From an optimization exercise on the open Yosys and OpenROAD flow, aimed at small area and a short achievable clock period; shortcuts taken in it are not production practice.
No functional check of the RTL was part of any run shown here.
Power and IR drop assume default switching activity.

$ cat flow/design.v
module fp_mul_tree (
    input  wire [14:0] fa,
    input  wire [14:0] fb,
    output wire [31:0] r0,
    output wire [31:0] r1
);
    wire pp [0:14][0:14];
    genvar i, j;
    generate for (i = 0; i < 15; i = i + 1) begin : g_i
        for (j = 0; j < 15; j = j + 1) begin : g_j
            assign pp[i][j] = fa[i] & fb[j];
        end
    end endgenerate
    wire s1;
    wire c2;
    wire s3;
    wire c4;
    wire s5;
    wire c6;
    wire s7;
    wire c8;
    wire s9;
    wire c10;
    wire s11;
    wire c12;
    wire s13;
    wire c14;
    wire s15;
    wire c16;
    wire s17;
    wire c18;
    wire s19;
    wire c20;
    wire s21;
    wire c22;
    wire s23;
    wire c24;
    wire s25;
    wire c26;
    wire s27;
    wire c28;
    wire s29;
    wire c30;
    wire s31;
    wire c32;
    wire s33;
    wire c34;
    wire s35;
    wire c36;
    wire s37;
    wire c38;
    wire s39;
    wire c40;
    wire s41;
    wire c42;
    wire s43;
    wire c44;
    wire s45;
    wire c46;
    wire s47;
    wire c48;
    wire s49;
    wire c50;
    wire s51;
    wire c52;
    wire s53;
    wire c54;
    wire s55;
    wire c56;
    wire s57;
    wire c58;
    wire s59;
    wire c60;
    wire s61;
    wire c62;
    wire s63;
    wire c64;
    wire s65;
    wire c66;
    wire s67;
    wire c68;
    wire s69;
    wire c70;
    wire s71;
    wire c72;
    wire s73;
    wire c74;
    wire s75;
    wire c76;
    wire s77;
    wire c78;
    wire s79;
    wire c80;
    wire s81;
    wire c82;
    wire s83;
    wire c84;
    wire s85;
    wire c86;
    wire s87;
    wire c88;
    wire s89;
    wire c90;
    wire s91;
    wire c92;
    wire s93;
    wire c94;
    wire s95;
    wire c96;
    wire s97;
    wire c98;
    wire s99;
    wire c100;
    wire s101;
    wire c102;
    wire s103;
    wire c104;
    wire s105;
    wire c106;
    wire s107;
    wire c108;
    wire s109;
    wire c110;
    wire s111;
    wire c112;
    wire s113;
    wire c114;
    wire s115;
    wire c116;
    wire s117;
    wire c118;
    wire s119;
    wire c120;
    wire s121;
    wire c122;
    wire s123;
    wire c124;
    wire s125;
    wire c126;
    wire s127;
    wire c128;
    wire s129;
    wire c130;
    wire s131;
    wire c132;
    wire s133;
    wire c134;
    wire s135;
    wire c136;
    wire s137;
    wire c138;
    wire s139;
    wire c140;
    wire s141;
    wire c142;
    wire s143;
    wire c144;
    wire s145;
    wire c146;
    wire s147;
    wire c148;
    wire s149;
    wire c150;
    wire s151;
    wire c152;
    wire s153;
    wire c154;
    wire s155;
    wire c156;
    wire s157;
    wire c158;
    wire s159;
    wire c160;
    wire s161;
    wire c162;
    wire s163;
    wire c164;
    wire s165;
    wire c166;
    wire s167;
    wire c168;
    wire s169;
    wire c170;
    wire s171;
    wire c172;
    wire s173;
    wire c174;
    wire s175;
    wire c176;
    wire s177;
    wire c178;
    wire s179;
    wire c180;
    wire s181;
    wire c182;
    wire s183;
    wire c184;
    wire s185;
    wire c186;
    wire s187;
    wire c188;
    wire s189;
    wire c190;
    wire s191;
    wire c192;
    wire s193;
    wire c194;
    wire s195;
    wire c196;
    wire s197;
    wire c198;
    wire s199;
    wire c200;
    wire s201;
    wire c202;
    wire s203;
    wire c204;
    wire s205;
    wire c206;
    wire s207;
    wire c208;
    wire s209;
    wire c210;
    wire s211;
    wire c212;
    wire s213;
    wire c214;
    wire s215;
    wire c216;
    wire s217;
    wire c218;
    wire s219;
    wire c220;
    wire s221;
    wire c222;
    wire s223;
    wire c224;
    wire s225;
    wire c226;
    wire s227;
    wire c228;
    wire s229;
    wire c230;
    wire s231;
    wire c232;
    wire s233;
    wire c234;
    wire s235;
    wire c236;
    wire s237;
    wire c238;
    wire s239;
    wire c240;
    wire s241;
    wire c242;
    wire s243;
    wire c244;
    wire s245;
    wire c246;
    wire s247;
    wire c248;
    wire s249;
    wire c250;
    wire s251;
    wire c252;
    wire s253;
    wire c254;
    wire s255;
    wire c256;
    wire s257;
    wire c258;
    wire s259;
    wire c260;
    wire s261;
    wire c262;
    wire s263;
    wire c264;
    wire s265;
    wire c266;
    wire s267;
    wire c268;
    wire s269;
    wire c270;
    wire s271;
    wire c272;
    wire s273;
    wire c274;
    wire s275;
    wire c276;
    wire s277;
    wire c278;
    wire s279;
    wire c280;
    wire s281;
    wire c282;
    wire s283;
    wire c284;
    wire s285;
    wire c286;
    wire s287;
    wire c288;
    wire s289;
    wire c290;
    wire s291;
    wire c292;
    wire s293;
    wire c294;
    wire s295;
    wire c296;
    wire s297;
    wire c298;
    wire s299;
    wire c300;
    wire s301;
    wire c302;
    wire s303;
    wire c304;
    wire s305;
    wire c306;
    wire s307;
    wire c308;
    wire s309;
    wire c310;
    wire s311;
    wire c312;
    wire s313;
    wire c314;
    wire s315;
    wire c316;
    wire s317;
    wire c318;
    wire s319;
    wire c320;
    wire s321;
    wire c322;
    wire s323;
    wire c324;
    wire s325;
    wire c326;
    wire s327;
    wire c328;
    wire s329;
    wire c330;
    wire s331;
    wire c332;
    wire s333;
    wire c334;
    wire s335;
    wire c336;
    wire s337;
    wire c338;
    wire s339;
    wire c340;
    wire s341;
    wire c342;
    wire s343;
    wire c344;
    wire s345;
    wire c346;
    wire s347;
    wire c348;
    wire s349;
    wire c350;
    wire s351;
    wire c352;
    wire s353;
    wire c354;
    wire s355;
    wire c356;
    wire s357;
    wire c358;
    wire s359;
    wire c360;
    wire s361;
    wire c362;
    wire s363;
    wire c364;
    wire s365;
    wire c366;
    wire s367;
    wire c368;
    wire s369;
    wire c370;
    wire s371;
    wire c372;
    wire s373;
    wire c374;
    wire s375;
    wire c376;
    wire s377;
    wire c378;
    wire s379;
    wire c380;
    wire s381;
    wire c382;
    wire s383;
    wire c384;
    wire s385;
    wire c386;
    wire s387;
    wire c388;
    wire s389;
    wire c390;
    wire s391;
    wire c392;
    wire s393;
    wire c394;
    wire s395;
    wire c396;
    wire s397;
    wire c398;
    wire s399;
    wire c400;
    wire s401;
    wire c402;
    wire s403;
    wire c404;
    wire s405;
    wire c406;
    wire s407;
    wire c408;
    wire s409;
    wire c410;
    wire s411;
    wire c412;
    wire s413;
    wire c414;
    wire s415;
    wire c416;
    wire s417;
    wire c418;
    wire s419;
    wire c420;
    fp_ha u_s1 (.a(pp[0][13]), .b(pp[1][12]), .s(s1), .co(c2));
    fp_fa u_s3 (.a(pp[0][14]), .b(pp[1][13]), .c(pp[2][12]), .s(s3), .co(c4));
    fp_ha u_s5 (.a(pp[3][11]), .b(pp[4][10]), .s(s5), .co(c6));
    fp_fa u_s7 (.a(pp[1][14]), .b(pp[2][13]), .c(pp[3][12]), .s(s7), .co(c8));
    fp_fa u_s9 (.a(pp[4][11]), .b(pp[5][10]), .c(pp[6][9]), .s(s9), .co(c10));
    fp_ha u_s11 (.a(pp[7][8]), .b(pp[8][7]), .s(s11), .co(c12));
    fp_fa u_s13 (.a(pp[2][14]), .b(pp[3][13]), .c(pp[4][12]), .s(s13), .co(c14));
    fp_fa u_s15 (.a(pp[5][11]), .b(pp[6][10]), .c(pp[7][9]), .s(s15), .co(c16));
    fp_ha u_s17 (.a(pp[8][8]), .b(pp[9][7]), .s(s17), .co(c18));
    fp_fa u_s19 (.a(pp[3][14]), .b(pp[4][13]), .c(pp[5][12]), .s(s19), .co(c20));
    fp_fa u_s21 (.a(pp[6][11]), .b(pp[7][10]), .c(pp[8][9]), .s(s21), .co(c22));
    fp_fa u_s23 (.a(pp[4][14]), .b(pp[5][13]), .c(pp[6][12]), .s(s23), .co(c24));
    fp_ha u_s25 (.a(pp[0][9]), .b(pp[1][8]), .s(s25), .co(c26));
    fp_fa u_s27 (.a(pp[0][10]), .b(pp[1][9]), .c(pp[2][8]), .s(s27), .co(c28));
    fp_ha u_s29 (.a(pp[3][7]), .b(pp[4][6]), .s(s29), .co(c30));
    fp_fa u_s31 (.a(pp[0][11]), .b(pp[1][10]), .c(pp[2][9]), .s(s31), .co(c32));
    fp_fa u_s33 (.a(pp[3][8]), .b(pp[4][7]), .c(pp[5][6]), .s(s33), .co(c34));
    fp_ha u_s35 (.a(pp[6][5]), .b(pp[7][4]), .s(s35), .co(c36));
    fp_fa u_s37 (.a(pp[0][12]), .b(pp[1][11]), .c(pp[2][10]), .s(s37), .co(c38));
    fp_fa u_s39 (.a(pp[3][9]), .b(pp[4][8]), .c(pp[5][7]), .s(s39), .co(c40));
    fp_fa u_s41 (.a(pp[6][6]), .b(pp[7][5]), .c(pp[8][4]), .s(s41), .co(c42));
    fp_ha u_s43 (.a(pp[9][3]), .b(pp[10][2]), .s(s43), .co(c44));
    fp_fa u_s45 (.a(pp[2][11]), .b(pp[3][10]), .c(pp[4][9]), .s(s45), .co(c46));
    fp_fa u_s47 (.a(pp[5][8]), .b(pp[6][7]), .c(pp[7][6]), .s(s47), .co(c48));
    fp_fa u_s49 (.a(pp[8][5]), .b(pp[9][4]), .c(pp[10][3]), .s(s49), .co(c50));
    fp_fa u_s51 (.a(pp[11][2]), .b(pp[12][1]), .c(pp[13][0]), .s(s51), .co(c52));
    fp_fa u_s53 (.a(pp[5][9]), .b(pp[6][8]), .c(pp[7][7]), .s(s53), .co(c54));
    fp_fa u_s55 (.a(pp[8][6]), .b(pp[9][5]), .c(pp[10][4]), .s(s55), .co(c56));
    fp_fa u_s57 (.a(pp[11][3]), .b(pp[12][2]), .c(pp[13][1]), .s(s57), .co(c58));
    fp_fa u_s59 (.a(pp[14][0]), .b(c2), .c(s3), .s(s59), .co(c60));
    fp_fa u_s61 (.a(pp[9][6]), .b(pp[10][5]), .c(pp[11][4]), .s(s61), .co(c62));
    fp_fa u_s63 (.a(pp[12][3]), .b(pp[13][2]), .c(pp[14][1]), .s(s63), .co(c64));
    fp_fa u_s65 (.a(fa[0]), .b(fb[0]), .c(c4), .s(s65), .co(c66));
    fp_fa u_s67 (.a(c6), .b(s7), .c(s9), .s(s67), .co(c68));
    fp_fa u_s69 (.a(pp[10][6]), .b(pp[11][5]), .c(pp[12][4]), .s(s69), .co(c70));
    fp_fa u_s71 (.a(pp[13][3]), .b(pp[14][2]), .c(fa[1]), .s(s71), .co(c72));
    fp_fa u_s73 (.a(fb[1]), .b(c8), .c(c10), .s(s73), .co(c74));
    fp_fa u_s75 (.a(c12), .b(s13), .c(s15), .s(s75), .co(c76));
    fp_fa u_s77 (.a(pp[9][8]), .b(pp[10][7]), .c(pp[11][6]), .s(s77), .co(c78));
    fp_fa u_s79 (.a(pp[12][5]), .b(pp[13][4]), .c(pp[14][3]), .s(s79), .co(c80));
    fp_fa u_s81 (.a(fa[2]), .b(fb[2]), .c(c14), .s(s81), .co(c82));
    fp_fa u_s83 (.a(c16), .b(c18), .c(s19), .s(s83), .co(c84));
    fp_fa u_s85 (.a(pp[7][11]), .b(pp[8][10]), .c(pp[9][9]), .s(s85), .co(c86));
    fp_fa u_s87 (.a(pp[10][8]), .b(pp[11][7]), .c(pp[12][6]), .s(s87), .co(c88));
    fp_fa u_s89 (.a(pp[13][5]), .b(pp[14][4]), .c(fa[3]), .s(s89), .co(c90));
    fp_fa u_s91 (.a(fb[3]), .b(c20), .c(c22), .s(s91), .co(c92));
    fp_fa u_s93 (.a(pp[5][14]), .b(pp[6][13]), .c(pp[7][12]), .s(s93), .co(c94));
    fp_fa u_s95 (.a(pp[8][11]), .b(pp[9][10]), .c(pp[10][9]), .s(s95), .co(c96));
    fp_fa u_s97 (.a(pp[11][8]), .b(pp[12][7]), .c(pp[13][6]), .s(s97), .co(c98));
    fp_fa u_s99 (.a(pp[14][5]), .b(fa[4]), .c(fb[4]), .s(s99), .co(c100));
    fp_fa u_s101 (.a(pp[6][14]), .b(pp[7][13]), .c(pp[8][12]), .s(s101), .co(c102));
    fp_fa u_s103 (.a(pp[9][11]), .b(pp[10][10]), .c(pp[11][9]), .s(s103), .co(c104));
    fp_fa u_s105 (.a(pp[12][8]), .b(pp[13][7]), .c(pp[14][6]), .s(s105), .co(c106));
    fp_fa u_s107 (.a(pp[7][14]), .b(pp[8][13]), .c(pp[9][12]), .s(s107), .co(c108));
    fp_fa u_s109 (.a(pp[10][11]), .b(pp[11][10]), .c(pp[12][9]), .s(s109), .co(c110));
    fp_fa u_s111 (.a(pp[8][14]), .b(pp[9][13]), .c(pp[10][12]), .s(s111), .co(c112));
    fp_ha u_s113 (.a(pp[0][6]), .b(pp[1][5]), .s(s113), .co(c114));
    fp_fa u_s115 (.a(pp[0][7]), .b(pp[1][6]), .c(pp[2][5]), .s(s115), .co(c116));
    fp_ha u_s117 (.a(pp[3][4]), .b(pp[4][3]), .s(s117), .co(c118));
    fp_fa u_s119 (.a(pp[0][8]), .b(pp[1][7]), .c(pp[2][6]), .s(s119), .co(c120));
    fp_fa u_s121 (.a(pp[3][5]), .b(pp[4][4]), .c(pp[5][3]), .s(s121), .co(c122));
    fp_ha u_s123 (.a(pp[6][2]), .b(pp[7][1]), .s(s123), .co(c124));
    fp_fa u_s125 (.a(pp[2][7]), .b(pp[3][6]), .c(pp[4][5]), .s(s125), .co(c126));
    fp_fa u_s127 (.a(pp[5][4]), .b(pp[6][3]), .c(pp[7][2]), .s(s127), .co(c128));
    fp_fa u_s129 (.a(pp[8][1]), .b(pp[9][0]), .c(s25), .s(s129), .co(c130));
    fp_fa u_s131 (.a(pp[5][5]), .b(pp[6][4]), .c(pp[7][3]), .s(s131), .co(c132));
    fp_fa u_s133 (.a(pp[8][2]), .b(pp[9][1]), .c(pp[10][0]), .s(s133), .co(c134));
    fp_fa u_s135 (.a(c26), .b(s27), .c(s29), .s(s135), .co(c136));
    fp_fa u_s137 (.a(pp[8][3]), .b(pp[9][2]), .c(pp[10][1]), .s(s137), .co(c138));
    fp_fa u_s139 (.a(pp[11][0]), .b(c28), .c(c30), .s(s139), .co(c140));
    fp_fa u_s141 (.a(s31), .b(s33), .c(s35), .s(s141), .co(c142));
    fp_fa u_s143 (.a(pp[11][1]), .b(pp[12][0]), .c(c32), .s(s143), .co(c144));
    fp_fa u_s145 (.a(c34), .b(c36), .c(s37), .s(s145), .co(c146));
    fp_fa u_s147 (.a(s39), .b(s41), .c(s43), .s(s147), .co(c148));
    fp_fa u_s149 (.a(s1), .b(c38), .c(c40), .s(s149), .co(c150));
    fp_fa u_s151 (.a(c42), .b(c44), .c(s45), .s(s151), .co(c152));
    fp_fa u_s153 (.a(s47), .b(s49), .c(s51), .s(s153), .co(c154));
    fp_fa u_s155 (.a(s5), .b(c46), .c(c48), .s(s155), .co(c156));
    fp_fa u_s157 (.a(c50), .b(c52), .c(s53), .s(s157), .co(c158));
    fp_fa u_s159 (.a(s55), .b(s57), .c(s59), .s(s159), .co(c160));
    fp_fa u_s161 (.a(s11), .b(c54), .c(c56), .s(s161), .co(c162));
    fp_fa u_s163 (.a(c58), .b(s61), .c(s63), .s(s163), .co(c164));
    fp_fa u_s165 (.a(c60), .b(s65), .c(s67), .s(s165), .co(c166));
    fp_fa u_s167 (.a(s17), .b(c62), .c(c64), .s(s167), .co(c168));
    fp_fa u_s169 (.a(s69), .b(s71), .c(c66), .s(s169), .co(c170));
    fp_fa u_s171 (.a(c68), .b(s73), .c(s75), .s(s171), .co(c172));
    fp_fa u_s173 (.a(s21), .b(c70), .c(c72), .s(s173), .co(c174));
    fp_fa u_s175 (.a(s77), .b(s79), .c(c74), .s(s175), .co(c176));
    fp_fa u_s177 (.a(c76), .b(s81), .c(s83), .s(s177), .co(c178));
    fp_fa u_s179 (.a(s23), .b(c78), .c(c80), .s(s179), .co(c180));
    fp_fa u_s181 (.a(s85), .b(s87), .c(s89), .s(s181), .co(c182));
    fp_fa u_s183 (.a(c82), .b(c84), .c(s91), .s(s183), .co(c184));
    fp_fa u_s185 (.a(c24), .b(c86), .c(c88), .s(s185), .co(c186));
    fp_fa u_s187 (.a(c90), .b(s93), .c(s95), .s(s187), .co(c188));
    fp_fa u_s189 (.a(s97), .b(s99), .c(c92), .s(s189), .co(c190));
    fp_fa u_s191 (.a(fa[5]), .b(fb[5]), .c(c94), .s(s191), .co(c192));
    fp_fa u_s193 (.a(c96), .b(c98), .c(c100), .s(s193), .co(c194));
    fp_fa u_s195 (.a(s101), .b(s103), .c(s105), .s(s195), .co(c196));
    fp_fa u_s197 (.a(pp[13][8]), .b(pp[14][7]), .c(fa[6]), .s(s197), .co(c198));
    fp_fa u_s199 (.a(fb[6]), .b(c102), .c(c104), .s(s199), .co(c200));
    fp_fa u_s201 (.a(c106), .b(s107), .c(s109), .s(s201), .co(c202));
    fp_fa u_s203 (.a(pp[11][11]), .b(pp[12][10]), .c(pp[13][9]), .s(s203), .co(c204));
    fp_fa u_s205 (.a(pp[14][8]), .b(fa[7]), .c(fb[7]), .s(s205), .co(c206));
    fp_fa u_s207 (.a(c108), .b(c110), .c(s111), .s(s207), .co(c208));
    fp_fa u_s209 (.a(pp[9][14]), .b(pp[10][13]), .c(pp[11][12]), .s(s209), .co(c210));
    fp_fa u_s211 (.a(pp[12][11]), .b(pp[13][10]), .c(pp[14][9]), .s(s211), .co(c212));
    fp_fa u_s213 (.a(fa[8]), .b(fb[8]), .c(c112), .s(s213), .co(c214));
    fp_fa u_s215 (.a(pp[10][14]), .b(pp[11][13]), .c(pp[12][12]), .s(s215), .co(c216));
    fp_fa u_s217 (.a(pp[13][11]), .b(pp[14][10]), .c(fa[9]), .s(s217), .co(c218));
    fp_fa u_s219 (.a(pp[11][14]), .b(pp[12][13]), .c(pp[13][12]), .s(s219), .co(c220));
    fp_ha u_s221 (.a(pp[0][4]), .b(pp[1][3]), .s(s221), .co(c222));
    fp_fa u_s223 (.a(pp[0][5]), .b(pp[1][4]), .c(pp[2][3]), .s(s223), .co(c224));
    fp_ha u_s225 (.a(pp[3][2]), .b(pp[4][1]), .s(s225), .co(c226));
    fp_fa u_s227 (.a(pp[2][4]), .b(pp[3][3]), .c(pp[4][2]), .s(s227), .co(c228));
    fp_fa u_s229 (.a(pp[5][1]), .b(pp[6][0]), .c(s113), .s(s229), .co(c230));
    fp_fa u_s231 (.a(pp[5][2]), .b(pp[6][1]), .c(pp[7][0]), .s(s231), .co(c232));
    fp_fa u_s233 (.a(c114), .b(s115), .c(s117), .s(s233), .co(c234));
    fp_fa u_s235 (.a(pp[8][0]), .b(c116), .c(c118), .s(s235), .co(c236));
    fp_fa u_s237 (.a(s119), .b(s121), .c(s123), .s(s237), .co(c238));
    fp_fa u_s239 (.a(c120), .b(c122), .c(c124), .s(s239), .co(c240));
    fp_fa u_s241 (.a(s125), .b(s127), .c(s129), .s(s241), .co(c242));
    fp_fa u_s243 (.a(c126), .b(c128), .c(s131), .s(s243), .co(c244));
    fp_fa u_s245 (.a(s133), .b(c130), .c(s135), .s(s245), .co(c246));
    fp_fa u_s247 (.a(c132), .b(c134), .c(s137), .s(s247), .co(c248));
    fp_fa u_s249 (.a(c136), .b(s139), .c(s141), .s(s249), .co(c250));
    fp_fa u_s251 (.a(c138), .b(c140), .c(c142), .s(s251), .co(c252));
    fp_fa u_s253 (.a(s143), .b(s145), .c(s147), .s(s253), .co(c254));
    fp_fa u_s255 (.a(c144), .b(c146), .c(c148), .s(s255), .co(c256));
    fp_fa u_s257 (.a(s149), .b(s151), .c(s153), .s(s257), .co(c258));
    fp_fa u_s259 (.a(c150), .b(c152), .c(c154), .s(s259), .co(c260));
    fp_fa u_s261 (.a(s155), .b(s157), .c(s159), .s(s261), .co(c262));
    fp_fa u_s263 (.a(c156), .b(c158), .c(s161), .s(s263), .co(c264));
    fp_fa u_s265 (.a(s163), .b(c160), .c(s165), .s(s265), .co(c266));
    fp_fa u_s267 (.a(c162), .b(c164), .c(s167), .s(s267), .co(c268));
    fp_fa u_s269 (.a(c166), .b(s169), .c(s171), .s(s269), .co(c270));
    fp_fa u_s271 (.a(c168), .b(s173), .c(c170), .s(s271), .co(c272));
    fp_fa u_s273 (.a(c172), .b(s175), .c(s177), .s(s273), .co(c274));
    fp_fa u_s275 (.a(c174), .b(s179), .c(s181), .s(s275), .co(c276));
    fp_fa u_s277 (.a(c176), .b(c178), .c(s183), .s(s277), .co(c278));
    fp_fa u_s279 (.a(c180), .b(c182), .c(s185), .s(s279), .co(c280));
    fp_fa u_s281 (.a(s187), .b(c184), .c(s189), .s(s281), .co(c282));
    fp_fa u_s283 (.a(c186), .b(c188), .c(s191), .s(s283), .co(c284));
    fp_fa u_s285 (.a(s193), .b(s195), .c(c190), .s(s285), .co(c286));
    fp_fa u_s287 (.a(s197), .b(c192), .c(c194), .s(s287), .co(c288));
    fp_fa u_s289 (.a(c196), .b(s199), .c(s201), .s(s289), .co(c290));
    fp_fa u_s291 (.a(c198), .b(s203), .c(s205), .s(s291), .co(c292));
    fp_fa u_s293 (.a(c200), .b(c202), .c(s207), .s(s293), .co(c294));
    fp_fa u_s295 (.a(c204), .b(c206), .c(s209), .s(s295), .co(c296));
    fp_fa u_s297 (.a(s211), .b(c208), .c(s213), .s(s297), .co(c298));
    fp_fa u_s299 (.a(fb[9]), .b(c210), .c(c212), .s(s299), .co(c300));
    fp_fa u_s301 (.a(s215), .b(s217), .c(c214), .s(s301), .co(c302));
    fp_fa u_s303 (.a(pp[14][11]), .b(fa[10]), .c(fb[10]), .s(s303), .co(c304));
    fp_fa u_s305 (.a(c216), .b(c218), .c(s219), .s(s305), .co(c306));
    fp_fa u_s307 (.a(pp[12][14]), .b(pp[13][13]), .c(pp[14][12]), .s(s307), .co(c308));
    fp_fa u_s309 (.a(fa[11]), .b(fb[11]), .c(c220), .s(s309), .co(c310));
    fp_fa u_s311 (.a(pp[13][14]), .b(pp[14][13]), .c(fa[12]), .s(s311), .co(c312));
    fp_ha u_s313 (.a(pp[0][3]), .b(pp[1][2]), .s(s313), .co(c314));
    fp_fa u_s315 (.a(pp[2][2]), .b(pp[3][1]), .c(pp[4][0]), .s(s315), .co(c316));
    fp_fa u_s317 (.a(pp[5][0]), .b(c222), .c(s223), .s(s317), .co(c318));
    fp_fa u_s319 (.a(c224), .b(c226), .c(s227), .s(s319), .co(c320));
    fp_fa u_s321 (.a(c228), .b(s231), .c(c230), .s(s321), .co(c322));
    fp_fa u_s323 (.a(c232), .b(c234), .c(s235), .s(s323), .co(c324));
    fp_fa u_s325 (.a(c236), .b(c238), .c(s239), .s(s325), .co(c326));
    fp_fa u_s327 (.a(c240), .b(s243), .c(c242), .s(s327), .co(c328));
    fp_fa u_s329 (.a(c244), .b(s247), .c(c246), .s(s329), .co(c330));
    fp_fa u_s331 (.a(c248), .b(c250), .c(s251), .s(s331), .co(c332));
    fp_fa u_s333 (.a(c252), .b(c254), .c(s255), .s(s333), .co(c334));
    fp_fa u_s335 (.a(c256), .b(c258), .c(s259), .s(s335), .co(c336));
    fp_fa u_s337 (.a(c260), .b(s263), .c(c262), .s(s337), .co(c338));
    fp_fa u_s339 (.a(c264), .b(s267), .c(c266), .s(s339), .co(c340));
    fp_fa u_s341 (.a(c268), .b(c270), .c(s271), .s(s341), .co(c342));
    fp_fa u_s343 (.a(s275), .b(c272), .c(c274), .s(s343), .co(c344));
    fp_fa u_s345 (.a(c276), .b(s279), .c(c278), .s(s345), .co(c346));
    fp_fa u_s347 (.a(c280), .b(s283), .c(c282), .s(s347), .co(c348));
    fp_fa u_s349 (.a(c284), .b(s287), .c(s289), .s(s349), .co(c350));
    fp_fa u_s351 (.a(s291), .b(c288), .c(c290), .s(s351), .co(c352));
    fp_fa u_s353 (.a(c292), .b(s295), .c(c294), .s(s353), .co(c354));
    fp_fa u_s355 (.a(c296), .b(s299), .c(c298), .s(s355), .co(c356));
    fp_fa u_s357 (.a(s303), .b(c300), .c(s305), .s(s357), .co(c358));
    fp_fa u_s359 (.a(c304), .b(s307), .c(c306), .s(s359), .co(c360));
    fp_fa u_s361 (.a(fb[12]), .b(c308), .c(s311), .s(s361), .co(c362));
    fp_fa u_s363 (.a(pp[14][14]), .b(fa[13]), .c(fb[13]), .s(s363), .co(c364));
    fp_ha u_s365 (.a(pp[0][2]), .b(pp[1][1]), .s(s365), .co(c366));
    fp_fa u_s367 (.a(pp[2][1]), .b(pp[3][0]), .c(s313), .s(s367), .co(c368));
    fp_fa u_s369 (.a(s221), .b(c314), .c(s315), .s(s369), .co(c370));
    fp_fa u_s371 (.a(s225), .b(c316), .c(s317), .s(s371), .co(c372));
    fp_fa u_s373 (.a(s229), .b(c318), .c(s319), .s(s373), .co(c374));
    fp_fa u_s375 (.a(s233), .b(c320), .c(s321), .s(s375), .co(c376));
    fp_fa u_s377 (.a(s237), .b(c322), .c(s323), .s(s377), .co(c378));
    fp_fa u_s379 (.a(s241), .b(c324), .c(s325), .s(s379), .co(c380));
    fp_fa u_s381 (.a(s245), .b(c326), .c(s327), .s(s381), .co(c382));
    fp_fa u_s383 (.a(s249), .b(c328), .c(s329), .s(s383), .co(c384));
    fp_fa u_s385 (.a(s253), .b(c330), .c(s331), .s(s385), .co(c386));
    fp_fa u_s387 (.a(s257), .b(c332), .c(s333), .s(s387), .co(c388));
    fp_fa u_s389 (.a(s261), .b(c334), .c(s335), .s(s389), .co(c390));
    fp_fa u_s391 (.a(s265), .b(c336), .c(s337), .s(s391), .co(c392));
    fp_fa u_s393 (.a(s269), .b(c338), .c(s339), .s(s393), .co(c394));
    fp_fa u_s395 (.a(s273), .b(c340), .c(s341), .s(s395), .co(c396));
    fp_fa u_s397 (.a(s277), .b(c342), .c(s343), .s(s397), .co(c398));
    fp_fa u_s399 (.a(s281), .b(c344), .c(s345), .s(s399), .co(c400));
    fp_fa u_s401 (.a(s285), .b(c346), .c(s347), .s(s401), .co(c402));
    fp_fa u_s403 (.a(c286), .b(s349), .c(c348), .s(s403), .co(c404));
    fp_fa u_s405 (.a(s293), .b(c350), .c(s351), .s(s405), .co(c406));
    fp_fa u_s407 (.a(s297), .b(c352), .c(s353), .s(s407), .co(c408));
    fp_fa u_s409 (.a(s301), .b(c354), .c(s355), .s(s409), .co(c410));
    fp_fa u_s411 (.a(c302), .b(s357), .c(c356), .s(s411), .co(c412));
    fp_fa u_s413 (.a(s309), .b(c358), .c(s359), .s(s413), .co(c414));
    fp_fa u_s415 (.a(c310), .b(s361), .c(c360), .s(s415), .co(c416));
    fp_fa u_s417 (.a(c312), .b(s363), .c(c362), .s(s417), .co(c418));
    fp_fa u_s419 (.a(fa[14]), .b(fb[14]), .c(c364), .s(s419), .co(c420));
    assign r0[0] = pp[0][0];
    assign r1[0] = 1'b0;
    assign r0[1] = pp[0][1];
    assign r1[1] = pp[1][0];
    assign r0[2] = pp[2][0];
    assign r1[2] = s365;
    assign r0[3] = c366;
    assign r1[3] = s367;
    assign r0[4] = c368;
    assign r1[4] = s369;
    assign r0[5] = c370;
    assign r1[5] = s371;
    assign r0[6] = c372;
    assign r1[6] = s373;
    assign r0[7] = c374;
    assign r1[7] = s375;
    assign r0[8] = c376;
    assign r1[8] = s377;
    assign r0[9] = c378;
    assign r1[9] = s379;
    assign r0[10] = c380;
    assign r1[10] = s381;
    assign r0[11] = c382;
    assign r1[11] = s383;
    assign r0[12] = c384;
    assign r1[12] = s385;
    assign r0[13] = c386;
    assign r1[13] = s387;
    assign r0[14] = c388;
    assign r1[14] = s389;
    assign r0[15] = c390;
    assign r1[15] = s391;
    assign r0[16] = c392;
    assign r1[16] = s393;
    assign r0[17] = c394;
    assign r1[17] = s395;
    assign r0[18] = c396;
    assign r1[18] = s397;
    assign r0[19] = c398;
    assign r1[19] = s399;
    assign r0[20] = c400;
    assign r1[20] = s401;
    assign r0[21] = c402;
    assign r1[21] = s403;
    assign r0[22] = c404;
    assign r1[22] = s405;
    assign r0[23] = c406;
    assign r1[23] = s407;
    assign r0[24] = c408;
    assign r1[24] = s409;
    assign r0[25] = c410;
    assign r1[25] = s411;
    assign r0[26] = c412;
    assign r1[26] = s413;
    assign r0[27] = c414;
    assign r1[27] = s415;
    assign r0[28] = c416;
    assign r1[28] = s417;
    assign r0[29] = c418;
    assign r1[29] = s419;
    assign r0[30] = c420;
    assign r1[30] = 1'b0;
    assign r0[31] = 1'b0;
    assign r1[31] = 1'b0;
endmodule
module fp_fa (input wire a, input wire b, input wire c, output wire s, output wire co);
    assign s  = a ^ b ^ c;
    assign co = (a & b) | (a & c) | (b & c);
endmodule
module fp_ha (input wire a, input wire b, output wire s, output wire co);
    assign s  = a ^ b;
    assign co = a & b;
endmodule
module fpu #(
    parameter WIDTH = 24
)(
    input   logic clk,
    input   wire logic [WIDTH - 1:0] a,
    input   wire logic [WIDTH - 1:0] b,
    input   wire logic [3:0]         opcode,
    output  logic [WIDTH - 1:0] result
);
    function automatic [17:0] add17(input [16:0] x, input [16:0] y, input ci);
        logic [17:0] g, p, gn, pn, p0;
        g[0] = ci;
        p[0] = 1'b0;
        for (int i = 0; i < 17; i++) begin
            g[i + 1] = x[i] & y[i];
            p[i + 1] = x[i] ^ y[i];
        end
        p0 = p;
        for (int l = 0; l < 5; l++) begin
            gn = g;
            pn = p;
            for (int i = 0; i < 18; i++)
                if (((i >> l) & 1) == 1) begin
                    gn[i] = g[i] | (p[i] & g[((i >> l) << l) - 1]);
                    pn[i] = p[i] & p[((i >> l) << l) - 1];
                end
            g = gn;
            p = pn;
        end
        for (int i = 0; i < 17; i++)
            add17[i] = p0[i + 1] ^ g[i];
        add17[17] = g[17];
    endfunction
    wire       abig  = a[22:0] > b[22:0];
    wire [3:0] dab   = a[18:15] - b[18:15];
    logic [23:0] a1, b1;
    logic [3:0]  op1;
    logic        abig1;
    logic [3:0]  sh1;      
    always_ff @(posedge clk) begin
        a1    <= a;
        b1    <= b;
        op1   <= opcode;
        abig1 <= abig;
        sh1   <= abig ? dab : 4'd0 - dab;
    end
    wire is_as   = (op1 == 4'b0000) || (op1 == 4'b0100);
    wire is_max  = (op1 == 4'b0001);
    wire is_min  = (op1 == 4'b0010);
    wire is_fl   = (op1 == 4'b1000);
    wire is_ce   = (op1 == 4'b1001);
    wire is_mul  = (op1 == 4'b0011);
    wire is_abs  = (op1 == 4'b0101);
    wire is_neg  = (op1 == 4'b0110);
    wire        sa = a1[23];
    wire [7:0]  ea = a1[22:15];
    wire [14:0] fa = a1[14:0];
    wire        sb = b1[23];
    wire [7:0]  eb = b1[22:15];
    wire [14:0] fb = b1[14:0];
    wire [15:0] ma     = {ea != 8'd0, fa};
    wire [15:0] mb     = {eb != 8'd0, fb};
    wire        sbx    = sb ^ op1[2];
    wire [15:0] maxm   = abig1 ? ma : mb;
    wire [15:0] minm   = abig1 ? mb : ma;
    wire [7:0]  maxe   = abig1 ? ea : eb;
    wire [15:0] shm    = minm >> sh1;
    wire        effsub = sa ^ sbx;
    wire        ssign  = abig1 ? sa : sbx;
    wire [17:0] sum    = add17({1'b0, maxm}, {1'b0, effsub ? ~shm : shm}, effsub);
    wire        a_gt = (sa == sb) ? (abig1 ^ sa) : sb;
    wire [23:0] mm   = (a_gt ^ is_min) ? a1 : b1;
    wire [22:0] th;
    genvar k;
    generate for (k = 0; k < 23; k = k + 1) begin : g_th
        assign th[k] = ea >= 8'(128 + k);
    end endgenerate
    wire [14:0] fmask;     
    wire [14:0] cm;        
    wire [14:0] hm;        
    generate for (k = 0; k < 15; k = k + 1) begin : g_masks
        assign fmask[k] = th[14 - k];
        assign cm[k]    = th[8 + k];
        assign hm[k]    = th[22 - k];
    end endgenerate
    wire [14:0] rf   = fa & fmask;
    wire        fhf  = |(fa & ~fmask);
    wire        frz  = ~|rf;
    wire        lt1  = ~th[0] & (ea != 8'd127);
    wire        fup  = sa & fhf;
    wire [23:0] fl_r = {sa, lt1 ? 8'd0 : (fup & frz) ? ea + 8'd1 : ea,
                        rf[14:1], rf[0] | (fup & ~frz)};
    wire        chf  = ~th[22] & |(fa & cm);
    wire [14:0] cx   = fa | ~hm;
    wire [15:0] cpa;                       
    assign cpa[0] = 1'b1;
    generate for (k = 0; k < 15; k = k + 1) begin : g_cpa
        assign cpa[k + 1] = cpa[k] & cx[k];
    end endgenerate
    wire [23:0] ce_r = ~chf ? a1 :
                       sa   ? {1'b1, ea, fa & ~cm} :
                              {1'b0, ea + {7'd0, cpa[15]}, fa ^ (hm & cpa[14:0])};
    wire [23:0] pass_r =
        (is_max | is_min) ? mm :
        is_fl  ? fl_r :
        is_ce  ? ce_r :
        is_abs ? {1'b0, a1[22:0]} :
        is_neg ? {~sa, a1[22:0]} :
        (sa ? 24'hbf8000 : 24'h3f8000);
    wire [31:0] r0, r1;
    fp_mul_tree u_tree (.fa(fa), .fb(fb), .r0(r0), .r1(r1));
    wire [17:0] lo    = add17({2'b0, r0[14:0]}, {2'b0, r1[14:0]}, 1'b0);
    wire [8:0]  sum9  = {1'b0, ea} + {1'b0, eb};
    wire [8:0]  e9    = sum9 - 9'd127;
    wire        mzero = (ea == 8'd0) || (eb == 8'd0) || (sum9 < 9'd128);
    wire        movf  = sum9 >= 9'd382;
    wire        meq   = sum9 == 9'd381;
    wire        msign = sa ^ sb;
    logic        k_mul, k_as, k_sub;
    logic [43:0] d2;
    always_ff @(posedge clk) begin
        k_mul <= is_mul;
        k_as  <= is_as;
        k_sub <= effsub;
        if (is_mul)
            d2 <= {meq, movf, mzero, msign, e9[7:0], lo[15], r1[29:15], r0[30:15]};
        else if (is_as)
            d2 <= {18'd0, ssign, maxe, sum[16:0]};
        else
            d2 <= {20'd0, pass_r};
    end
    wire [16:0] m  = d2[16:0];
    wire [7:0]  me = d2[24:17];
    wire        ms = d2[25];
    logic [3:0] lz;
    always_comb begin
        lz = 4'd15;
        for (int i = 0; i < 16; i++)
            if (m[i]) lz = 4'(15 - i);
    end
    wire [15:0] nsh   = m[15:0] << lz;
    wire [23:0] add_r = m[16] ? {ms, me + 8'd1, m[15:1]} : {ms, me, m[14:0]};
    wire [23:0] sub_r = (m[15:0] == 16'd0) ? {ms, 23'd0} : {ms, me - {4'd0, lz}, nsh[14:0]};
    wire [17:0] p     = add17({1'b0, d2[15:0]}, {2'b01, d2[30:16]}, d2[31]);
    wire [7:0]  pe    = d2[39:32] + {7'd0, p[16]};
    wire [14:0] pm    = p[16] ? p[15:1] : p[14:0];
    wire        povf  = d2[42] | (d2[43] & p[16]);
    wire [23:0] mul_r = d2[41] ? 24'd0 : povf ? 24'h7f8000 : {d2[40], pe, pm};
    always_ff @(posedge clk) begin
        if (k_mul)
            result <= mul_r;
        else if (k_as)
            result <= k_sub ? sub_r : add_r;
        else
            result <= d2[23:0];
    end
endmodule
$ cat flow/run.sh
#!/bin/bash
# synth_recipe.tcl (not shown) runs the flow's synth.tcl, then flattens the netlist and writes it again
# the make line also repeats each setting of config.mk as NAME=value (left out here)
make -C /OpenROAD-flow-scripts/flow DESIGN_CONFIG=/design/flow/config.mk WORK_HOME=/design/flow/orfs CLKGATE_MAP_FILE= SYNTH_SCRIPT=/design/flow/synth_recipe.tcl finish
$ cat flow/config.mk
export PLATFORM = sky130hd
export DESIGN_NAME = fpu
export DESIGN_NICKNAME = fpu
export VERILOG_FILES = /design/flow/design.v
export SDC_FILE = /design/flow/constraint.sdc
export NUM_CORES = 4
export LEC_CHECK = 0
export CAP_MARGIN = 20
export CORE_MARGIN = 2
export CORE_UTILIZATION = 40
export SETUP_SLACK_MARGIN = 5
export SLEW_MARGIN = 20
$ cat flow/constraint.sdc
create_clock -name core_clock -period 8.5 [get_ports {clk}]
set_input_delay 1.7000 -clock core_clock [delete_from_list [all_inputs] [get_ports {clk}]]
set_output_delay 1.7000 -clock core_clock [all_outputs]
set_load 0.01 [all_outputs]
==> results of run 1 <==
## worst max-delay path: cells and delay by family, from the launching register on
kind            cells  cell delay, ns
compound gates     11            1.67
simple gates        6            0.94
fa+ha+maj           2            0.70
flops               1            0.35
mux                 2            0.31
xor+xnor            1            0.25
buf+inv             1            0.19
## power breakdown
part           internal (W)  switching (W)
Clock              0.000411       0.000318
Sequential         0.000708       0.000190
Combinational       0.00160        0.00189
## path summary, 6_finish.rpt
path,endpoint,slack (ns),depth (start not counted)
worst max-delay path,d2[15],3.97,23
worst min-delay path,result[23],0.51,2
worst max register to register,d2[15],3.97,23
worst min register to register,result[23],0.51,2
## state kept, by name (all words and copies together), names as in the netlist
name    count
d2         44
a1         24
b1         24
result     24
op1         4
sh1         4
abig1       1
k_as        1
k_mul       1
k_sub       1
## metrics by stage
stage	cells	area [um^2]	hold WS, ns
after detailed placement	2694	19200	0.496
after floorplan	2133	18100	0.401
after global routing	2892	22900	0.506
after global placement	2694	19200	0.481
after CTS	2858	22100	0.477
final	2894	22900	0.507
## cell families after synthesis
family	Yosys count	share of synthesized area, %
DFF	128	14.5
and+or+nand+nor	632	17.5
AOI/OAI and AO/OA	469	17.5
buffers and inverters	422	8.97
xor gates and xnor gates	67	3.39
adders and majority gates	317	31.1
muxes	98	7.08
## per-layer routing
layer  track usage [%]  share of wire, %  wire length [um]
met2              49.2                46             32200
met3              6.13               8.9              6280
met5                 0                 0                 0
met4              14.0               5.6              3930
met1              39.0                40             27900
## layout by cell type (no fill, tap or decap), drive strengths merged, types with 37 or more instances in the layout
cell type      instances
inv                  265
fa                   206
buf                  198
nor2                 167
nand2                159
dfxtp                128
and2                 125
o21ai                116
ha                   110
a21oi                110
clkdlybuf4s50         61
mux2i                 59
xnor2                 46
nand3                 37
## cell type report
cell class	instances	area [um^2]
flip-flops and latches	128	2700
multi-input cells	1583	14700
fillers	4064	21000
well taps	592	741
clock inverters	15	148
repair buffers	282	3000
diodes	2	5.00
inverters	275	1180
clock buffers	17	425
## what timing repair did
action,in CTS,in global routing
pin swaps,99,87
hold endpoints to repair,0,0
buffers inserted,125,32
gates cloned,7,2
resized for setup,322,129
setup endpoints to repair,54,54
==> summary.md, run 1 <==
| Metric | Value |
|---|---|
| Run status | `no timing/DRC/antenna violations` |
| Master of the slowest instance on the critical path | `sky130_fd_sc_hd__or4_4` |
| Vias per inst | `5.97` |
| PD cells | `224 nW/um^2` |
| Setup repair after global routing missed its margin | `yes` |
| Start point of the worst min-delay path | `d2[40]` |
| Launching element type of the critical path | `flop` |
| Net count reported at finish | `2656` |
| Clk Tree Root Cell | `sky130_fd_sc_hd__clkbuf_16` |
| Pin count of the biggest net entering global routing | `54` |
| Wire length after detailed routing | `70400 um` |
| Std-Cell Core Area | `43900 um^2` |
| Clock insertion delay at the later pin of the skew report | `0.44 ns` |
| EDFF count, synth | `0` |
| Number of detailed-routing iterations run before antenna repair | `8` |
| Area overhead of the layout relative to synthesis | `29.2%` |
| Timing-limited maximum frequency | `0.221 GHz` |
| Overall via count from detail_route | `17300` |
| Die span in x | `214 um` |
| Mapped Area | `17700 um^2` |
| Bufs on Longest Clock Path | `2` |
| Total global-route track usage | `30.3%` |
| CP Launch Point | `a1[20]` |
| List of most frequent post-synthesis cells | `sky130_fd_sc_hd__inv_1 (262), sky130_fd_sc_hd__fa_1 (206), sky130_fd_sc_hd__nor2_1 (166)` |
| Worst VDD drop | `0.192 mV` |
| Launch point of the worst reg-to-reg path | `a1[20]` |
| Die Y | `214 um` |
| Register area share after synthesis | `14.5%` |
| Category of the critical setup timing path | `reg -> reg` |
| Syn Area/Cell | `8.31 um^2` |
| Data required time of the critical path | `8.80 ns` |
| Number of antenna violations at the first check in global routing | `3` |
| Overall die area | `46000 um^2` |
| Number of DRC violations after detailed routing | `0` |
| Yosys warns | `2` |
| Cells taking the most area after synthesis | `sky130_fd_sc_hd__fa_1 (23%), sky130_fd_sc_hd__dfxtp_1 (14%), sky130_fd_sc_hd__ha_1 (7.8%)` |
| Final GP Congestion | `0.995` |
| Share of synthesized registers carrying an async set or reset | `0%` |
| Synthesized instance count | `2133` |
| Worst path cell trace | `or4_4, o41ai_4, buf_4, nor2_2, mux2i_1, nand2_1, o21ai_2, mux2i_1, xnor2_1, ha_2, a21o_1, a21o_1, a21oi_2, o211ai_1, a21o_1, a21oi_2, a311oi_2, a21oi_2, nor2b_1, nor2_1, fa_1, o22a_1, nand2_1` |
| Number of slew-limit violations in the final report | `0` |
| Worst relative slew slack | `34.1%` |
| Overall power | `0.00512 W` |
| Final Worst Setup Slack | `3.97 ns` |
| TritonCTS clock tree | `yes` |
| Site Rows | `77` |
| Final setup vio count | `0` |
| Minimum clock period | `4.53 ns` |
| Slew of the pin with the lowest slew margin | `0.988 ns` |
| Number of H-tree levels | `4` |
| Layout cell share with drive strength beyond 1 | `25.7%` |
| Worst min-delay path class | `reg -> reg` |
| Top_reg_cell synth | `sky130_fd_sc_hd__dfxtp_1` |
| Leak | `9.84 nW` |
| Number of sinks driven by the clock tree | `128` |
| Portion of synthesized cell area occupied by the leading cell type | `23.3%` |
| Kind of end point of the critical path | `flop` |
| Worst clock skew | `0.0159 ns` |
| Antenna Nets Post-Route | `0` |
| Remaining global-route overflow | `0` |
| Number of ports placed on the die boundary | `77` |
| Cell taking the most area after synthesis | `sky130_fd_sc_hd__fa_1` |
| Count of buffers inserted at the top-level ports | `76` |
| Estimated wirelength of the detail-placed design | `46700 um` |
| FF+latch count, synth | `128` |
| Placement Setup Slack | `3.38 ns` |
| Crit share post-route | `53.3%` |
| Final core utilization | `52.1%` |
| Average routed wire per standard cell | `24.3 um` |
| Global-route wire length before repair | `107000 um` |
| Total negative slack for setup checks | `0 ns` |
| Data arrival time of the worst path | `4.82 ns` |
| Vias in the first global route | `17700` |
| Final Hold Viols | `0` |
| Clock slew at the register clock pins of the worst setup and hold paths | `0.07 ns` |
| Mapped Nets | `2502` |
| Post-CTS Hold Fix Bufs | `0` |
| Initial DRC Count | `1712` |
| Number of buffers inserted during clock tree synthesis | `17` |
| Largest stage delay on the critical path | `0.57 ns` |
| Most frequent cell after synthesis | `sky130_fd_sc_hd__inv_1` |
| Number of unique standard cell types used by synthesis | `83` |
| MaxCap Viol Count | `0` |
| Effective utilization at floorplan | `40.3%` |
| Highest net fanout along the worst path | `4` |
==> inputs of run 2 (changes only) <==
--- a/flow/config.mk
+++ b/flow/config.mk
@@ -12 +12,3 @@
 export SLEW_MARGIN = 20
+export SYNTH_HIERARCHICAL = 1
+export SYNTH_MINIMUM_KEEP_SIZE = 0
==> summary.md, run 2 <==
| Metric | Value |
|---|---|
| Clk Tree Root Cell | `sky130_fd_sc_hd__clkbuf_16` |
| Number of cells in the design after placement | `2473 (-8.2%)` |
| Worst relative slew slack | `37.8% (+3.7 points)` |
| Final Hold Viols | `0 (unchanged)` |
| Number of ports placed on the die boundary | `77 (unchanged)` |
| Antenna Nets Post-Route | `0 (unchanged)` |
| Largest register by flop count | `d2` |
| Launching element type of the critical path | `flop` |
| Worst min-delay path class | `reg -> reg` |
| Bufs on Longest Clock Path | `2 (unchanged)` |
| Slew of the pin with the lowest slew margin | `0.932 ns (-0.0554 ns)` |
| Crit share post-route | `52.7% (-0.58 points)` |
| Leak | `8.94 nW (-9.1%)` |
| Average routed wire per standard cell | `25.0 um (+3.0%)` |
| Highest net fanout along the worst path | `4 (unchanged)` |
| Setup repair after global routing missed its margin | `yes` |
| Number of detailed-routing iterations run before antenna repair | `7 (-1)` |
| Vias in the first global route | `16300 (-7.6%)` |
| Capturing point of the worst reg2reg path | `d2[15]` |
| Remaining global-route overflow | `0 (unchanged)` |
| PD cells | `236 nW/um^2 (+5.7%)` |
| Cells on worst reg2reg path | `21 (-8.7%)` |
| Overall via count from detail_route | `16000 (-7.4%)` |
| Effective utilization at floorplan | `40.6% (+0.30 points)` |
| Launch point of the worst reg-to-reg path | `b1[15]` |
| Fill cells | `4081 (+0.42%)` |
| Die span in x | `216 um (+0.90%)` |
| Final Worst Setup Slack | `4.02 ns (+0.0492 ns)` |
| Worst VDD drop | `0.164 mV (-15%)` |
| Data arrival time of the worst path | `4.89 ns (+0.07 ns)` |
| Final GP Congestion | `0.938 (-5.7%)` |
| MaxCap Viol Count | `0 (unchanged)` |
| Yosys warns | `8 (+6)` |
| Net count reported at finish | `2389 (-10%)` |
| Reg2Reg Setup Slack | `4.02 ns (+0.05 ns)` |
| Final setup vio count | `0 (unchanged)` |
| TritonCTS clock tree | `yes` |
| Total global-route track usage | `28.1% (-2.2 points)` |
| Clock slew at the register clock pins of the worst setup and hold paths | `0.07 ns (about the same)` |
| Worst clock skew | `0.0263 ns (+0.0104 ns)` |
| Number of H-tree levels | `4 (unchanged)` |
| Placement Setup Slack | `3.28 ns (-0.103 ns)` |
| Cell area after layout | `21900 um^2 (-4.3%)` |
| Number of DRC violations after detailed routing | `0 (unchanged)` |
| Number of flip-flops under the largest register name | `44 (unchanged)` |
| Mapped Nets | `2327 (-7.0%)` |
| Initial DRC Count | `1824 (+6.5%)` |
| Final Non-Filler Cells | `2630 (-9.1%)` |
| Pin count of the biggest net entering global routing | `35 (-35%)` |
| Number of antenna violations at the first check in global routing | `3 (unchanged)` |
| Worst hold path endpoint | `result[23]` |
| Global-route wire length before repair | `99300 um (-7.1%)` |
| Mapped Area | `18000 um^2 (+1.9%)` |
| Clock insertion delay at the later pin of the skew report | `0.49 ns (+0.05 ns)` |
| Standard cell area after detailed placement | `18900 um^2 (-1.9%)` |
| Run status | `no timing/DRC/antenna violations` |
| Estimated wirelength of the detail-placed design | `43200 um (-7.4%)` |
| Synthesized instance count | `1962 (-8.0%)` |
| Master of the slowest instance on the critical path | `sky130_fd_sc_hd__dfxtp_1` |
| Timing-limited maximum frequency | `0.223 GHz (+1.1%)` |
| Number of buffers inserted during clock tree synthesis | `17 (unchanged)` |
| Most frequent cells in the layout | `sky130_fd_sc_hd__fa_1 (152), sky130_fd_sc_hd__and2_2 (127), sky130_fd_sc_hd__nor2_1 (113), sky130_fd_sc_hd__and2_1 (99), sky130_fd_sc_hd__a21oi_1 (95)` |
| Die Y | `216 um (+0.90%)` |
| Worst Hold Path Cells | `2 (unchanged)` |
| Count of buffers inserted at the top-level ports | `76 (unchanged)` |
| Site Rows | `77 (unchanged)` |
| Start point of the worst min-delay path | `d2[40]` |
| Area overhead of the layout relative to synthesis | `21.4%` |
| Worst path cell trace | `nor4_2, buf_4, nand3_2, nand2_2, or3_4, mux2_4, mux2i_1, xnor2_1, ha_1, a21o_1, a2111oi_4, o41ai_2, a21oi_1, o21ai_2, a41o_1, o21a_1, nor2_2, fa_1, nand2_1, o21ai_1, a211oi_2` |
| Vias per inst | `6.08 (+1.9%)` |
| Overall die area | `46800 um^2 (+1.8%)` |
| Layout cell share with drive strength beyond 1 | `29.2% (+3.5 points)` |
| Std-Cell Core Area | `44400 um^2 (+1.1%)` |
| Data required time of the critical path | `8.91 ns (+0.11 ns)` |
| Minimum clock period | `4.48 ns (-0.0492 ns)` |
| Category of the critical setup timing path | `reg -> reg` |
| Syn Area/Cell | `9.20 um^2 (+11%)` |
| Total negative slack for setup checks | `0 ns (unchanged)` |
| Number of sinks driven by the clock tree | `128 (unchanged)` |
| Largest stage delay on the critical path | `0.48 ns (-0.09 ns)` |
| Wire length after detailed routing | `65900 um (-6.4%)` |
| Most common cell after layout, fill and taps aside | `sky130_fd_sc_hd__fa_1` |
| Number of slew-limit violations in the final report | `0 (unchanged)` |
| Final core utilization | `49.3% (-2.8 points)` |
| Kind of end point of the critical path | `flop` |
run 2: power by group:
group          switching [W]  total [W]  internal, W
sequential          0.000183   0.000883     0.000700
combinational        0.00186    0.00353      0.00167
clock               0.000346   0.000762     0.000416
total                0.00239    0.00518      0.00279
run 2: repair_timing:
| action | 4_1_cts | 5_1_grt |
|---|---|---|
| pin swaps | 108 | 45 |
| hold buffers | 0 | 0 |
| resized for setup | 239 | 74 |
| buffers inserted | 92 | 26 |
| cloned | 5 | 1 |
| endpoints found under the setup margin | 55 | 54 |
run 2: worst max-delay path: cells and delay by family, from the launching register on:
family	cells	cell delay (ns)
flip-flops	1	0.48
AND/OR/NAND/NOR	6	0.77
AO/OA/AOI/OAI	9	1.65
adder cells (fa/ha/maj)	2	0.70
multiplexers	2	0.45
XOR/XNOR	1	0.18
buffers and inverters	1	0.16
run 2: worst max-delay path by stage:
| stage | start | endpoint | slack, ns |
|---|---|---|---|
| after floorplan | sh1[0] | d2[15] | 4.15 |
| after global placement | abig1 | d2[15] | 3.37 |
| after detailed placement | abig1 | d2[15] | 3.28 |
| after CTS | a1[16] | d2[15] | 3.99 |
| after global routing | b1[17] | d2[15] | 3.76 |
| final | b1[15] | d2[15] | 4.02 |
run 2: layout make-up:
type	count	area [um^2]	share of cell area, %
antenna	1	2.50	0.0114
clock buffer	17	425	1.94
clock inverter	15	169	0.771
inverter	78	312	1.42
multi-input combinational	1570	15100	68.7
sequential	128	2690	12.3
tap	592	741	3.38
timing repair buffer	229	2510	11.5
run 2: routing by layer:
metal,GRT usage [%],up-vias,wire [um]
li1,-,7003,-
met1,37.5,7996,27900
met2,44.1,808,29400
met3,5.18,187,5080
met4,13.4,0,3510
met5,0,-,0
run 2: metrics by stage:
| stage | hold slack [ns] | total power [W] |
|---|---|---|
| after CTS | 0.471 | 0.00501 |
| after floorplan | 0.401 | 0.00333 |
| after global routing | 0.503 | 0.00550 |
| final | 0.494 | 0.00518 |
| after detailed placement | 0.489 | 0.00389 |
| after global placement | 0.488 | 0.00385 |

[what the ideal ports hide]
Ports are ideal in the flow. The routed layouts listed here were re-timed in OpenROAD. Step 1 (the two cells are an assumption about what drives the block):
set clk [get_ports {clk}]
set_driving_cell -lib_cell sky130_fd_sc_hd__clkbuf_16 $clk
set_driving_cell -lib_cell sky130_fd_sc_hd__buf_2 [delete_from_list [all_inputs] $clk]
Step 2 moves the port delays by t, midway between the first and last clock arrival at a register: inputs arrive t later, outputs are due t later. That takes back most of the time a late clock gives input paths. a / b / c = no drivers / after step 1 / after step 2; a / b = the first two.
run | t (ns) | setup WS [ns] | worst setup path after step 2 | worst slew at a driven data input, ns | pins driven straight from the clock port
run 1 | 0.481 | 3.973 / 3.973 / 3.973 | register to register | 0.04 | 1
run 2 | 0.544 | 4.022 / 4.022 / 4.022 | register to register | 0.04 | 1
After both steps setup and hold are still met in every run listed.
